This is an optimization exercise on Yosys and OpenROAD, whose aim is small area, not a production implementation.
In this exercise RTL edits were held to simulation tests only and were not proved equivalent to the original.
The clock port is modelled as an ideal driver, which makes a skipped or thinned clock tree look cheaper than it is; a real chip needs a root buffer or a tree.
Power and IR drop assume default switching activity.

==> flow/design.v (excerpt) <==
module parking_system(
  input clk,reset_n,
  input sensor_entrance, sensor_exit,
  input pushbutton_0,input pushbutton_1,
  output [3:0] digit_out,
  output reg GREEN_LED,output reg RED_LED,output reg IDLE_LED
);
==> module parking_system, before the edit <==
module parking_system(
  input clk,reset_n,
  input sensor_entrance, sensor_exit,
  input pushbutton_0,input pushbutton_1,
  output [3:0] digit_out,
  output reg GREEN_LED,output reg RED_LED,output reg IDLE_LED
);
localparam [2:0] S_IDLE = 3'b100, S_WP = 3'b011, S_WEP = 3'b111,
                 S_RP = 3'b001, S_REP = 3'b101;
localparam [10:0] G_START = 11'd1505;
localparam [12:0] A_START = 13'd3968;
localparam [10:0] B_START = 11'd1912;
function [10:0] lg;   
  input [10:0] s;
  reg [10:0] v;
  begin
    v = s ^ 11'd682;
    lg = {v[9:0], ~(v[10] ^ v[1])} ^ 11'd682;
  end
endfunction
function [12:0] la;   
  input [12:0] s;
  reg [12:0] v;
  begin
    v = s ^ 13'd2730;
    la = {v[11:0], ~(v[12] ^ v[0] ^ v[1])} ^ 13'd2730;
  end
endfunction
function [10:0] lb;   
  input [10:0] s;
  reg [10:0] v;
  begin
    v = s ^ 11'd682;
    lb = {v[9:0], ~(v[10] ^ v[1])} ^ 11'd682;
  end
endfunction
function [3:0] cstep;
  input [3:0] s;
  cstep = {s[3] ^ (s[2] & s[1] & s[0]), s[2] ^ (s[1] & s[0]), s[1] ^ s[0], ~s[0]};
endfunction
function [1:0] cq5;
  input [3:0] s;
  begin
    case (s)
      4'd0: cq5 = 2'd0;
      4'd1: cq5 = 2'd0;
      4'd2: cq5 = 2'd0;
      4'd3: cq5 = 2'd0;
      4'd4: cq5 = 2'd0;
      4'd5: cq5 = 2'd1;
      4'd6: cq5 = 2'd1;
      4'd7: cq5 = 2'd1;
      4'd8: cq5 = 2'd1;
      4'd9: cq5 = 2'd1;
      4'd10: cq5 = 2'd2;
      4'd11: cq5 = 2'd2;
      4'd12: cq5 = 2'd2;
      4'd13: cq5 = 2'd2;
      4'd14: cq5 = 2'd2;
      4'd15: cq5 = 2'd3;
      default: cq5 = 2'd0;
    endcase
  end
endfunction
reg [2:0] st;
reg [2:0] led_tmp;       
reg [2:0] ncd;           
reg old0, old1;
reg [3:0] flag;
reg [3:0] cnt0, cnt1, cnt2, cnt3;
reg [12:0] d0, d1;
reg [10:0] d2, d3;
reg [10:0] gate;
wire is_idle  = ~st[0];
wire is_wait  = st[1];
wire is_right = st[0] & ~st[1];
wire exit_dir = st[2];
wire is_rep   = is_right & exit_dir;
wire first    = is_right & led_tmp[1];    
wire r0 = is_wait & pushbutton_0 & ~old0;
wire r1 = is_wait & pushbutton_1 & ~old1;
wire [3:0] pw = gate[3:0];
wire check = is_wait & gate[4];
wire v0 = pw == 4'b1100;
wire v1 = pw == 4'b1001;
wire v2 = pw == 4'b1010;
wire v3 = pw == 4'b0101;
wire valid = v0 | v1 | v2 | v3;
wire ok = check & valid;
wire [3:0] vs = {v3, v2, v1, v0};
wire gate_end = &{~gate[10], gate[9], gate[8], gate[7], ~gate[6], ~gate[5], ~gate[3], ~gate[2], ~gate[0]};
wire e0 = &{~d0[12], d0[11], d0[10], d0[9], d0[8], d0[7], d0[6], ~d0[5], ~d0[3], ~d0[2], ~d0[1], ~d0[0]};
wire e1 = &{~d1[12], d1[11], d1[10], d1[9], d1[8], d1[7], d1[6], ~d1[5], ~d1[3], ~d1[2], ~d1[1], ~d1[0]};
wire e2 = &{~d2[9], ~d2[8], d2[7], d2[6], d2[5], ~d2[4], ~d2[3], ~d2[1], ~d2[0]};
wire e3 = &{~d3[9], ~d3[8], d3[7], d3[6], d3[5], ~d3[4], ~d3[3], ~d3[1], ~d3[0]};
wire [3:0] tend = {e3, e2, e1, e0};
wire show = is_rep & ~first;
wire [3:0] csel = ({4{~flag[0]}} & cnt0) | ({4{~flag[1]}} & cnt1) | ({4{~flag[2]}} & cnt2) | ({4{~flag[3]}} & cnt3);
wire [1:0] q5 = cq5(csel);
assign digit_out = show ? {2'b00, q5} : {1'b0, ncd};
always @(posedge clk) begin
  if (reset_n) begin
    st <= S_IDLE;
    led_tmp <= 3'b000;
    {IDLE_LED, RED_LED, GREEN_LED} <= 3'b000;
    ncd <= 0;
    old0 <= 0; old1 <= 0;
    flag <= 0;
  end else begin
    led_tmp <= st;
    {IDLE_LED, RED_LED, GREEN_LED} <= led_tmp;
    if (is_wait) begin
      old0 <= pushbutton_0;
      old1 <= pushbutton_1;
    end
    if (is_idle) begin
      if (sensor_entrance && !ncd[2]) st <= S_WP;
      else if (sensor_exit && ncd != 0) st <= S_WEP;
    end else if (is_wait) begin
      if (check) st <= valid ? {exit_dir, 2'b01} : S_IDLE;
    end else begin
      if (gate_end) st <= S_IDLE;
    end
    if (first) ncd <= exit_dir ? ncd - 1'b1 : ncd + 1'b1;
    if (ok && v0) flag[0] <= ~exit_dir;
    if (ok && v1) flag[1] <= ~exit_dir;
    if (ok && v2) flag[2] <= ~exit_dir;
    if (ok && v3) flag[3] <= ~exit_dir;
  end
end
always @(posedge clk) begin
  if (is_right && !gate_end) gate <= lg(gate);
  else if (check || !is_wait) gate <= G_START;
  else gate <= {G_START[10:5], r1 ? {gate[3:0], 1'b1} : r0 ? {gate[3:0], 1'b0} : gate[4:0]};
  d0 <= (flag[0] && !e0) ? la(d0) : A_START;
  d1 <= (flag[1] && !e1) ? la(d1) : A_START;
  d2 <= (flag[2] && !e2) ? lb(d2) : B_START;
  d3 <= (flag[3] && !e3) ? lb(d3) : B_START;
  if (flag[0]) begin if (e0) cnt0 <= cstep(cnt0); end else if (!(is_rep && !gate_end)) cnt0 <= 0;
  if (flag[1]) begin if (e1) cnt1 <= cstep(cnt1); end else if (!(is_rep && !gate_end)) cnt1 <= 0;
  if (flag[2]) begin if (e2) cnt2 <= cstep(cnt2); end else if (!(is_rep && !gate_end)) cnt2 <= 0;
  if (flag[3]) begin if (e3) cnt3 <= cstep(cnt3); end else if (!(is_rep && !gate_end)) cnt3 <= 0;
end
endmodule
clock: 10.0 ns
lec_check: 0
cap_margin: 20
core_margin: 2
core_utilization: 60
slew_margin: 20
standard.sh (not shown) runs the stock make flow with config.mk's settings and CLKGATE_MAP_FILE= SYNTH_SCRIPT=/design/flow/synth_recipe.tcl, a recipe that flattens the netlist after the stock synthesis.
==> flow/flow/run.sh <==
#!/bin/bash
# The standard layout (standard.sh) with these changes:
# * synthesis is synth_recipe.tcl with an area-oriented abc script
#   (flow/synth_area.tcl, flow/area.abc); registers are untouched;
# * the port buffers are the smallest buffer (buf_1);
# * the clock tree is made by flow/cts_manual.tcl: four buffers, each
#   driving the flip-flops of one quarter of the layout, fed by the clock port.
# Each tool's output goes to a log file in this folder.
set -euo pipefail
W=$(pwd)
R=$W/orfs/results/sky130hd/parking_system/base
export AREA_ABC_SCRIPT=$W/flow/area.abc
export BUFFER_PORTS_ARGS="-buffer_cell sky130_fd_sc_hd__buf_1"
# synthesis: standard.sh's own make command, with our synthesis script
grep '^make ' standard.sh \
  | sed -e "s#SYNTH_SCRIPT=[^ ]*#SYNTH_SCRIPT=$W/flow/synth_area.tcl#" \
        -e 's#"${@:-finish}"#synth#' > synth_cmd.sh
bash synth_cmd.sh > synth.log 2>&1
# floorplan and placement, standard
bash standard.sh place > place.log 2>&1
# clock tree
RESULTS=$R CTS_NX=2 CTS_NY=2 CTS_BUF=sky130_fd_sc_hd__buf_12 \
  openroad -no_init -exit $W/flow/cts_manual.tcl > cts.log 2>&1
cp cts.log $W/orfs/logs/sky130hd/parking_system/base/4_1_cts.log
# routing and the rest, standard
bash standard.sh finish > finish.log 2>&1
Other scripts of this flow, unchanged in this note and not shown: flow/flow/area.abc, flow/flow/cts_manual.tcl, flow/flow/synth_area.tcl
Rerun with:
--- a/flow/design.v
+++ b/flow/design.v
@@ -6,11 +6,11 @@
   output [3:0] digit_out,
   output reg GREEN_LED,output reg RED_LED,output reg IDLE_LED
 );
 localparam [2:0] S_IDLE = 3'b100, S_WP = 3'b011, S_WEP = 3'b111,
                  S_RP = 3'b001, S_REP = 3'b101;
-localparam [10:0] G_START = 11'd1505;
+localparam [10:0] G_START = 11'd1912;
 localparam [12:0] A_START = 13'd3968;
 localparam [10:0] B_START = 11'd1912;
 function [10:0] lg;   
   input [10:0] s;
   reg [10:0] v;
@@ -64,10 +64,11 @@
   end
 endfunction
 reg [2:0] st;
 reg [2:0] led_tmp;       
 reg [2:0] ncd;           
+reg [4:0] sh;
 reg old0, old1;
 reg [3:0] flag;
 reg [3:0] cnt0, cnt1, cnt2, cnt3;
 reg [12:0] d0, d1;
 reg [10:0] d2, d3;
@@ -78,27 +79,27 @@
 wire exit_dir = st[2];
 wire is_rep   = is_right & exit_dir;
 wire first    = is_right & led_tmp[1];    
 wire r0 = is_wait & pushbutton_0 & ~old0;
 wire r1 = is_wait & pushbutton_1 & ~old1;
-wire [3:0] pw = gate[3:0];
-wire check = is_wait & gate[4];
+wire [3:0] pw = sh[3:0];
+wire check = is_wait & sh[4];
 wire v0 = pw == 4'b1100;
 wire v1 = pw == 4'b1001;
 wire v2 = pw == 4'b1010;
 wire v3 = pw == 4'b0101;
 wire valid = v0 | v1 | v2 | v3;
 wire ok = check & valid;
 wire [3:0] vs = {v3, v2, v1, v0};
-wire gate_end = &{~gate[10], gate[9], gate[8], gate[7], ~gate[6], ~gate[5], ~gate[3], ~gate[2], ~gate[0]};
+wire gate_end = &{~gate[9], ~gate[8], gate[7], gate[6], gate[5], ~gate[4], ~gate[3], ~gate[1], ~gate[0]};
 wire e0 = &{~d0[12], d0[11], d0[10], d0[9], d0[8], d0[7], d0[6], ~d0[5], ~d0[3], ~d0[2], ~d0[1], ~d0[0]};
 wire e1 = &{~d1[12], d1[11], d1[10], d1[9], d1[8], d1[7], d1[6], ~d1[5], ~d1[3], ~d1[2], ~d1[1], ~d1[0]};
 wire e2 = &{~d2[9], ~d2[8], d2[7], d2[6], d2[5], ~d2[4], ~d2[3], ~d2[1], ~d2[0]};
 wire e3 = &{~d3[9], ~d3[8], d3[7], d3[6], d3[5], ~d3[4], ~d3[3], ~d3[1], ~d3[0]};
 wire [3:0] tend = {e3, e2, e1, e0};
 wire show = is_rep & ~first;
-wire [3:0] csel = ({4{~flag[0]}} & cnt0) | ({4{~flag[1]}} & cnt1) | ({4{~flag[2]}} & cnt2) | ({4{~flag[3]}} & cnt3);
+wire [3:0] csel = ({4{v0}} & cnt0) | ({4{v1}} & cnt1) | ({4{v2}} & cnt2) | ({4{v3}} & cnt3);
 wire [1:0] q5 = cq5(csel);
 assign digit_out = show ? {2'b00, q5} : {1'b0, ncd};
 always @(posedge clk) begin
   if (reset_n) begin
     st <= S_IDLE;
@@ -128,18 +129,21 @@
     if (ok && v2) flag[2] <= ~exit_dir;
     if (ok && v3) flag[3] <= ~exit_dir;
   end
 end
 always @(posedge clk) begin
-  if (is_right && !gate_end) gate <= lg(gate);
-  else if (check || !is_wait) gate <= G_START;
-  else gate <= {G_START[10:5], r1 ? {gate[3:0], 1'b1} : r0 ? {gate[3:0], 1'b0} : gate[4:0]};
+  if (is_idle) sh <= 5'b00001;
+  else if (is_wait && !sh[4]) begin
+    if (r1) sh <= {sh[3:0], 1'b1};
+    else if (r0) sh <= {sh[3:0], 1'b0};
+  end
+  gate <= (is_right && !gate_end) ? lg(gate) : G_START;
   d0 <= (flag[0] && !e0) ? la(d0) : A_START;
   d1 <= (flag[1] && !e1) ? la(d1) : A_START;
   d2 <= (flag[2] && !e2) ? lb(d2) : B_START;
   d3 <= (flag[3] && !e3) ? lb(d3) : B_START;
-  if (flag[0]) begin if (e0) cnt0 <= cstep(cnt0); end else if (!(is_rep && !gate_end)) cnt0 <= 0;
-  if (flag[1]) begin if (e1) cnt1 <= cstep(cnt1); end else if (!(is_rep && !gate_end)) cnt1 <= 0;
-  if (flag[2]) begin if (e2) cnt2 <= cstep(cnt2); end else if (!(is_rep && !gate_end)) cnt2 <= 0;
-  if (flag[3]) begin if (e3) cnt3 <= cstep(cnt3); end else if (!(is_rep && !gate_end)) cnt3 <= 0;
+  if (flag[0]) begin if (e0) cnt0 <= cstep(cnt0); end else if (!(is_rep && v0 && !gate_end)) cnt0 <= 0;
+  if (flag[1]) begin if (e1) cnt1 <= cstep(cnt1); end else if (!(is_rep && v1 && !gate_end)) cnt1 <= 0;
+  if (flag[2]) begin if (e2) cnt2 <= cstep(cnt2); end else if (!(is_rep && v2 && !gate_end)) cnt2 <= 0;
+  if (flag[3]) begin if (e3) cnt3 <= cstep(cnt3); end else if (!(is_rep && v3 && !gate_end)) cnt3 <= 0;
 end
 endmodule
Critical path depth increases by 1.
Setup slack is worse by 540 ps.
Total power is lower by about a fifth.
Cell area increases by a few percent.
Sequential power drops by roughly a tenth.
Synthesized area went up by a few percent.
Final cell count came out higher by a few percent.
Global-route usage went up by 1.0 points.
Maximum frequency decreases by roughly a tenth.
Sequential cell count goes up by 5.
Wire length is higher by a few percent.
No run of this note takes its clock network from TritonCTS; it comes from the design's own scripts or RTL.

-- what the ideal ports hide --
Ports are ideal in the flow. The routed layouts listed here were re-timed in OpenROAD. Step 1: set_driving_cell puts a clkbuf_16 on clk and a buf_2 on each other input, an assumption about the parent block. Step 2 times the ports against the registers' clock, not the clock port: input delays grow and output delays shrink by t, the midpoint of the rising clock arrivals with the driver on. a / b / c = ideal / step 1 / step 2; a / b = the first two.
run	t, ns	setup slack, ns	clock arrival spread, ns	pins driven straight from the clock port
the first run	0.204	5.881 / 5.802 / 6.005	0.011 / 0.011	4
the second run	0.205	5.344 / 5.265 / 5.470	0.007 / 0.006	4
After both steps setup and hold are still met in every run listed.
